Background: an optimization exercise with open tools, aiming at small area, a short achievable clock period and few clock cycles per item. Do not read the settings as production practice. The RTL was checked by simulation tests, not by an equivalence proof against the original design. Power figures rest on the tool's default switching activity, not on a simulated workload.

**flow/config.mk**
```make
export PLATFORM = sky130hd
export DESIGN_NAME = DT
export DESIGN_NICKNAME = DT
export VERILOG_FILES = /design/flow/design.v
export SDC_FILE = /design/flow/constraint.sdc
export NUM_CORES = 4
export LEC_CHECK = 0
export CAP_MARGIN = 20
export CORE_MARGIN = 2
export CORE_UTILIZATION = 40
export PLACE_DENSITY = 0.6
export SLEW_MARGIN = 20
```
**flow/constraint.sdc**
```tcl
create_clock -name core_clock -period 5.0 [get_ports {clk}]
set_input_delay 1.0000 -clock core_clock [delete_from_list [all_inputs] [get_ports {clk}]]
set_output_delay 1.0000 -clock core_clock [all_outputs]
set_load 0.01 [all_outputs]
```
**flow/run.sh**
```bash
#!/bin/bash
# synth_recipe.tcl (not shown) runs the flow's synth.tcl, then flattens the netlist and writes it again
# the make line also repeats each setting of config.mk as NAME=value (left out here)
make -C /OpenROAD-flow-scripts/flow DESIGN_CONFIG=/design/flow/config.mk WORK_HOME=/design/flow/orfs CLKGATE_MAP_FILE= SYNTH_SCRIPT=/design/flow/synth_recipe.tcl finish
```
**flow/design.v**
```verilog
module DT(
	input 			clk, 
	input			reset,
	output	reg		done ,
	output	reg		sti_rd ,
	output	reg 	[9:0]	sti_addr ,
	input		[15:0]	sti_di,
	output	reg		res_wr ,
	output	reg		res_rd ,
	output	reg 	[13:0]	res_addr ,
	output	reg 	[7:0]	res_do,
	input		[7:0]	res_di,
	output reg fw_finish
	);
reg [3:0] current_State;
reg [3:0] next_State;
reg [7:0] minTemp;
reg [3:0] counter;
parameter INIT = 4'd0;
parameter READ_INIT = 4'd1;
parameter WRITE_INIT = 4'd2;
parameter WRITE_INIT_FINISH = 4'd3;  
parameter READ_F = 4'd4;  
parameter FORWARD = 4'd5;
parameter WRITE_F = 4'd6;  
parameter FORWARD_FINISH = 4'd7;
parameter READ_B = 4'd8;  
parameter BACKWARD = 4'd9;
parameter WRITE_B = 4'd10;  
parameter FINISH = 4'd11;
always@(posedge clk or negedge reset)
begin
	if(!reset) current_State <= INIT;
	else current_State <= next_State;
end
always@(*)
begin
	case(current_State)
	INIT:
	begin
		next_State = READ_INIT;
	end
	READ_INIT: 
	begin
		next_State = WRITE_INIT;
	end
	WRITE_INIT:
	begin
		if(counter == 4'd15)
		begin
			if(res_addr == 14'd16383) next_State = WRITE_INIT_FINISH;
			else next_State = READ_INIT;
		end
		else next_State = WRITE_INIT;
	end
	WRITE_INIT_FINISH: 
	begin
		next_State = READ_F;
	end
	READ_F:
	begin
		if(res_di) next_State = FORWARD;
		else
		begin
			if(res_addr == 14'd16254) next_State = FORWARD_FINISH;
			else next_State = READ_F;
		end 
	end
	FORWARD:
	begin
		if(counter == 4'd5) next_State = WRITE_F;
		else next_State = FORWARD;
	end
	WRITE_F:
	begin
		if(res_addr == 14'd16254) next_State = FORWARD_FINISH;
		else next_State = READ_F;
	end
	FORWARD_FINISH:
	begin
		next_State = READ_B;
	end
	READ_B:
	begin
		if(res_di) next_State = BACKWARD;
		else
		begin
			if(res_addr == 14'd128) next_State = FINISH;
			else next_State = READ_B;
		end
	end
	BACKWARD:
	begin
		if(counter == 4'd5) next_State = WRITE_B;
		else next_State = BACKWARD;
	end
	WRITE_B:
	begin
		if(res_addr == 14'd128) next_State = FINISH;
		else next_State = READ_B;
	end
	FINISH:
	begin
		next_State = FINISH;
	end
	default: next_State = INIT;
	endcase
end
always@(posedge clk or negedge reset)
begin
	if(!reset) fw_finish <= 1'd0;
	else if(current_State == FORWARD_FINISH) fw_finish <= 1'd1;
end
always@(posedge clk or negedge reset)
begin
	if(!reset) counter <= 4'd15;
	else if(next_State == READ_INIT) counter <= 4'd15;
	else if(next_State == WRITE_INIT || current_State == WRITE_INIT) counter <= counter - 4'd1;
	else if(next_State == FORWARD || next_State == BACKWARD) counter <= counter + 4'd1;
	else if(next_State == WRITE_F || next_State == WRITE_B) counter <= 4'd0;
end
always@(posedge clk or negedge reset)
begin
	if(!reset) sti_rd <= 1'd0;
	else if(next_State == READ_INIT) sti_rd <= 1'd1;
	else sti_rd <= 1'd0;
end
always@(posedge clk or negedge reset)
begin
	if(!reset) sti_addr <= 10'd0;
	else if(current_State == READ_INIT) sti_addr <= sti_addr + 1'd1;
end
always@(posedge clk or negedge reset)
begin
	if(!reset) res_rd <= 1'd0;
	else if(next_State == READ_F || next_State == FORWARD || next_State == READ_B || next_State == BACKWARD) res_rd <= 1'd1;
	else res_rd <= 1'd0;
end
always@(posedge clk or negedge reset)
begin
	if(!reset) res_wr <= 1'd0;
	else if(next_State == WRITE_INIT || next_State == WRITE_F || next_State == WRITE_B) res_wr <= 1'd1;
	else res_wr <= 1'd0;
end
always@(posedge clk or negedge reset)
begin
	if(!reset) res_addr <= 14'd16383;
	else if(next_State == WRITE_INIT) res_addr <= res_addr + 14'd1;
	else if(current_State == WRITE_INIT_FINISH) res_addr <= 14'd128;
	else if(current_State == FORWARD_FINISH) res_addr <= 14'd16255;
	else if(next_State == FORWARD || current_State == FORWARD)
	begin
		case(counter)
		4'd0: res_addr <= res_addr - 14'd129;
		4'd1: res_addr <= res_addr + 14'd1;
		4'd2: res_addr <= res_addr + 14'd1;
		4'd3: res_addr <= res_addr + 14'd126;
		4'd4: res_addr <= res_addr + 14'd1;
		endcase
	end
	else if(next_State == BACKWARD || current_State == BACKWARD)
	begin
		case(counter)
		4'd0: res_addr <= res_addr + 14'd129;
		4'd1: res_addr <= res_addr - 14'd1;
		4'd2: res_addr <= res_addr - 14'd1;
		4'd3: res_addr <= res_addr - 14'd126;
		4'd4: res_addr <= res_addr - 14'd1;
		endcase
	end
	else if(current_State == READ_F || current_State == WRITE_F) res_addr <= res_addr + 14'd1;
	else if(current_State == READ_B || current_State == WRITE_B) res_addr <= res_addr - 14'd1;
end
always@(posedge clk or negedge reset)
begin
	if(!reset) done <= 1'd0;
	else if(current_State == FINISH) done <= 1'd1;
end
wire [7:0] res_di_addOne;
assign res_di_addOne = res_di + 1'd1;
always@(posedge clk or negedge reset)
begin
	if(!reset) minTemp <= 8'd0;
	else if(current_State == FORWARD)
	begin
		if(counter == 4'd1)  minTemp <= res_di;
		else if(minTemp>res_di) minTemp <= res_di; 
	end
	else if(current_State == READ_B) minTemp <= res_di;
	else if(current_State == BACKWARD)
	begin
		if(minTemp>res_di_addOne) minTemp <= res_di_addOne;
	end
end
always@(posedge clk or negedge reset)
begin
	if(!reset) res_do <= 8'd0;
	else if(next_State == WRITE_INIT) res_do <= sti_di[counter];
	else if(next_State == WRITE_F) res_do <= minTemp + 8'd1;
	else if(next_State == WRITE_B) res_do <= minTemp;
end
endmodule
```
==> impl_metrics.json <==
{
  "status": "timing/DRC/antenna clean",
  "hold_viol": 0,
  "placed_cells": 936,
  "antennaDiodeCount": 0,
  "clock_sinks": 53,
  "p_leak_nw": 2.56,
  "clock_skew_ns": 0.00785,
  "vias": 6106,
  "synth-seq-area-share": 0.229,
  "ant_nets": 0,
  "fin_crit_sh": 0.792,
  "crit_path_end_kind": "flop",
  "synth_seq_cells": 53,
  "cp.arrival_ns": 4.15,
  "grtUsageMet3": 0.0338,
  "synth_cell_type_count": 89,
  "max_stage_delay_ns": 0.65,
  "ys_async_sr_fraction": 1.00,
  "drive_gt1_frac": 0.0974,
  "die_area_sq_mm": 0.0157,
  "clockBufferDepth": 2,
  "htree_levels": 2,
  "final_cell_mix": "nor2_1 (63), clkdlybuf4s50_1 (61), nand2_1 (57), o21ai_0 (48), a21oi_1 (41)",
  "critPathRequiredTime_ns": 5.19,
  "clkLatencyLatePin_ns": 0.30,
  "slew_viol_final": 0,
  "antenna_found_initial": 0,
  "cts-root-buf": "clkbuf_16",
  "p_per_area_mw_per_mm2": 187,
  "grt_use_met2": 0.376,
  "cts_setup_buffers": 0,
  "die_x_microns": 125,
  "grt.busiest_layer": "met2",
  "core_region_area_sq_mm": 0.0145,
  "slowest_stage": "clkdlybuf4s50_1",
  "instances_no_fill": 944,
  "startpoint_type": "input port",
  "start_util": 0.407,
  "area_growth_syn_to_layout_pct": 13.5,
  "final_common_cell": "nor2_1",
  "seqCellArea_sq_mm": 0.00135,
  "hold_buffers": 0,
  "grt_pass1_vias": 5730,
  "ys_warn_count": 1,
  "grt_max_degree": 31,
  "gr-total-overflow": 0,
  "syn_area_sq_mm": 0.00590,
  "die_h_microns": 125,
  "finalSetupViolCount": 0,
  "criticalPathCategory": "in -> reg",
  "fmax_ghz": 0.253,
  "syn_inst": 739,
  "relSlewSlack": 0.292,
  "clk_pin_slew_ns": 0.07,
  "cts_resized": 0,
  "hp-class": "reg -> reg",
  "path_cells": "clkdlybuf4s50_1 > nand3_1 > nor3_1 > nand3_1 > xnor2_1 > ha_1 > and4_1 > o21ai_0 > a221oi_1 > o2111ai_2 > mux2_2",
  "cp_max_fo": 8,
  "fillers": 1405,
  "critPathTopFamily": "simple AND/OR/NAND/NOR gates",
  "rsz0062_at_grt": "no",
  "first_iter_violations": 658,
  "rows": 44,
  "finalWorstPathRequiredPeriod_ns": 3.96,
  "synth_edf_count": 0,
  "post-dp-hpwl_mm": 13.5,
  "synth_fp_nets": 795,
  "vias_per_cell": 6.47,
  "io_pins": 63,
  "fin_nets": 815,
  "portBuffers": 62,
  "routed_wirelength_mm": 19.1,
  "drtPass1Iterations": 6,
  "grt.total_usage": 0.239,
  "wl_per_cell_microns": 20.2,
  "synth.largest_area_cell": "dfrtp_1",
  "ys.flop_type": "dfrtp_1",
  "avgSynthCellArea_sq_um": 7.98,
  "cp_num_buf_inv": 1,
  "place_congestion": 0.914,
  "path_common_cell": "nand3_1",
  "synthTopCellsByArea": "dfrtp_1 (15%), dfstp_2 (8.0%), ha_1 (6.4%), xnor2_1 (5.2%), o21ai_0 (4.1%)",
  "use_met1": 0.339,
  "grt_pass1_wl_mm": 30.8,
  "setup_tns_ns": 0,
  "cts_buffers": 5,
  "route.detailed.drc": 0,
  "cts_tree": "built",
  "multi_input_area_sq_mm": 0.00421,
  "drv_cap": 0,
  "ir_worst_vdd_mv": 0.199,
  "worst_pin_slew_ns": 1.06,
  "synth_top_area_share": 0.149
}
[registers in the layout (all words and copies together), names as in the netlist]
register and flops:
res_addr 14, sti_addr 10, minTemp 8, res_do 8, counter 4, current_State 4
done 1, fw_finish 1, res_rd 1, res_wr 1, sti_rd 1
[cells in the mapped netlist, drive strengths merged (9+ instances only)]
| cell type | n |
|---|---|
| nor2 | 65 |
| nand2 | 58 |
| o21ai | 57 |
| a21oi | 41 |
| dfrtp | 35 |
| xnor2 | 35 |
| buf | 32 |
| ha | 30 |
| nand3 | 29 |
| clkbuf | 27 |
| nor3 | 25 |
| a211oi | 20 |
| inv | 19 |
| dfstp | 18 |
| nand4 | 17 |
| xor2 | 16 |
| o22ai | 14 |
| and3 | 10 |
| o211ai | 10 |
| or3 | 10 |
| a31oi | 9 |
[worst register-to-register path, stage by stage (launching register included)]
cell and delay (ns):
dfstp_2 0.68, inv_1 0.12, ha_1 0.26, nor2b_1 0.42
or3_1 0.57, a211o_1 0.24, and3_1 0.49, nor2_1 0.25
o31a_1 0.18, a311oi_1 0.25
[cell families after synthesis]
group / count (synthesis) / share of synthesized area
XOR/XNOR: 51 / 0.0757
flip-flops: 53 / 0.229
AO/OA/AOI/OAI: 235 / 0.273
adder cells (fa/ha/maj): 31 / 0.0654
buffers and inverters: 78 / 0.0596
multiplexers: 18 / 0.0429
AND/OR/NAND/NOR: 273 / 0.255
[where the power goes]
part,internal (mW),leakage [nW],switching [mW],total (mW)
clock network,0.188,0.0712,0.172,0.360
registers,0.460,0.647,0.0942,0.555
logic,0.158,1.85,0.181,0.339
[stage by stage]
stage	worst slack, ns	cell area (sq um)	power, mW	util	hold WS (ns)
2_1_floorplan	1.43	5900	0.779	-	0.493
3_3_place_gp	0.886	6550	0.884	0.452	0.461
3_5_place_dp	0.735	6550	0.893	0.452	0.464
4_1_cts	1.06	6690	1.26	0.462	0.478
5_1_grt	0.818	6690	1.33	0.462	0.491
6_report	1.04	6690	1.25	0.462	0.471
[routing by layer]
layer	wire length (microns)	part of all wire
met1	8360	0.44
met2	8590	0.45
met3	1630	0.086
met4	486	0.025
met5	0	0
[final cells by class]
class	instances	share of cell area
sequential	53	0.202
clock buffer	6	0.0193
timing repair buffer	72	0.103
clock inverter	2	0.00206
inverter	19	0.0107
multi-input combinational	608	0.629
tap	184	0.0344
[path summary, 6_finish.rpt]
kind / end / startpoint / slack, ns / cells past startpoint
max in group asynchronous: res_addr[13] / reset / 3.43 / 2
hold / removal: sti_addr[9] / sti_addr[9] / 0.47 / 1
min in group asynchronous: minTemp[7] / reset / 0.71 / 1
setup reg to reg: res_addr[2] / counter[0] / 1.47 / 9
setup / recovery: minTemp[2] / res_di[2] / 1.04 / 11
hold reg to reg: sti_addr[9] / sti_addr[9] / 0.47 / 1
Testbench counts, summed over its fixed seeds: cycles 3,225,320, images 32.

## what the ideal ports hide
No port has a modelled driver above. Below, the same layout with a new extraction and two added sets of constraints.
Step 1: set_driving_cell puts a clkbuf_16 on clk and a buf_2 on each other input, an assumption about the parent block.
Step 2 also shifts input and output timing later by t, the mid clock arrival at the registers, as if the neighbouring blocks saw the same clock.
a / b / c = ideal ports / drivers / drivers and shift; a / b = the first two.
shift t [ns]: 0.344
setup WS [ns]: 1.041 / 1.060 / 0.717
latest minus earliest clock arrival (ns): 0.009 / 0.009
worst register clock-pin slew, ns: 0.07 / 0.07
pins driven straight from the clock port: 1
After both steps this run still meets setup and hold. For this run, drivers alone change the setup slack by +0.019 ns; drivers and shift together by -0.324 ns.
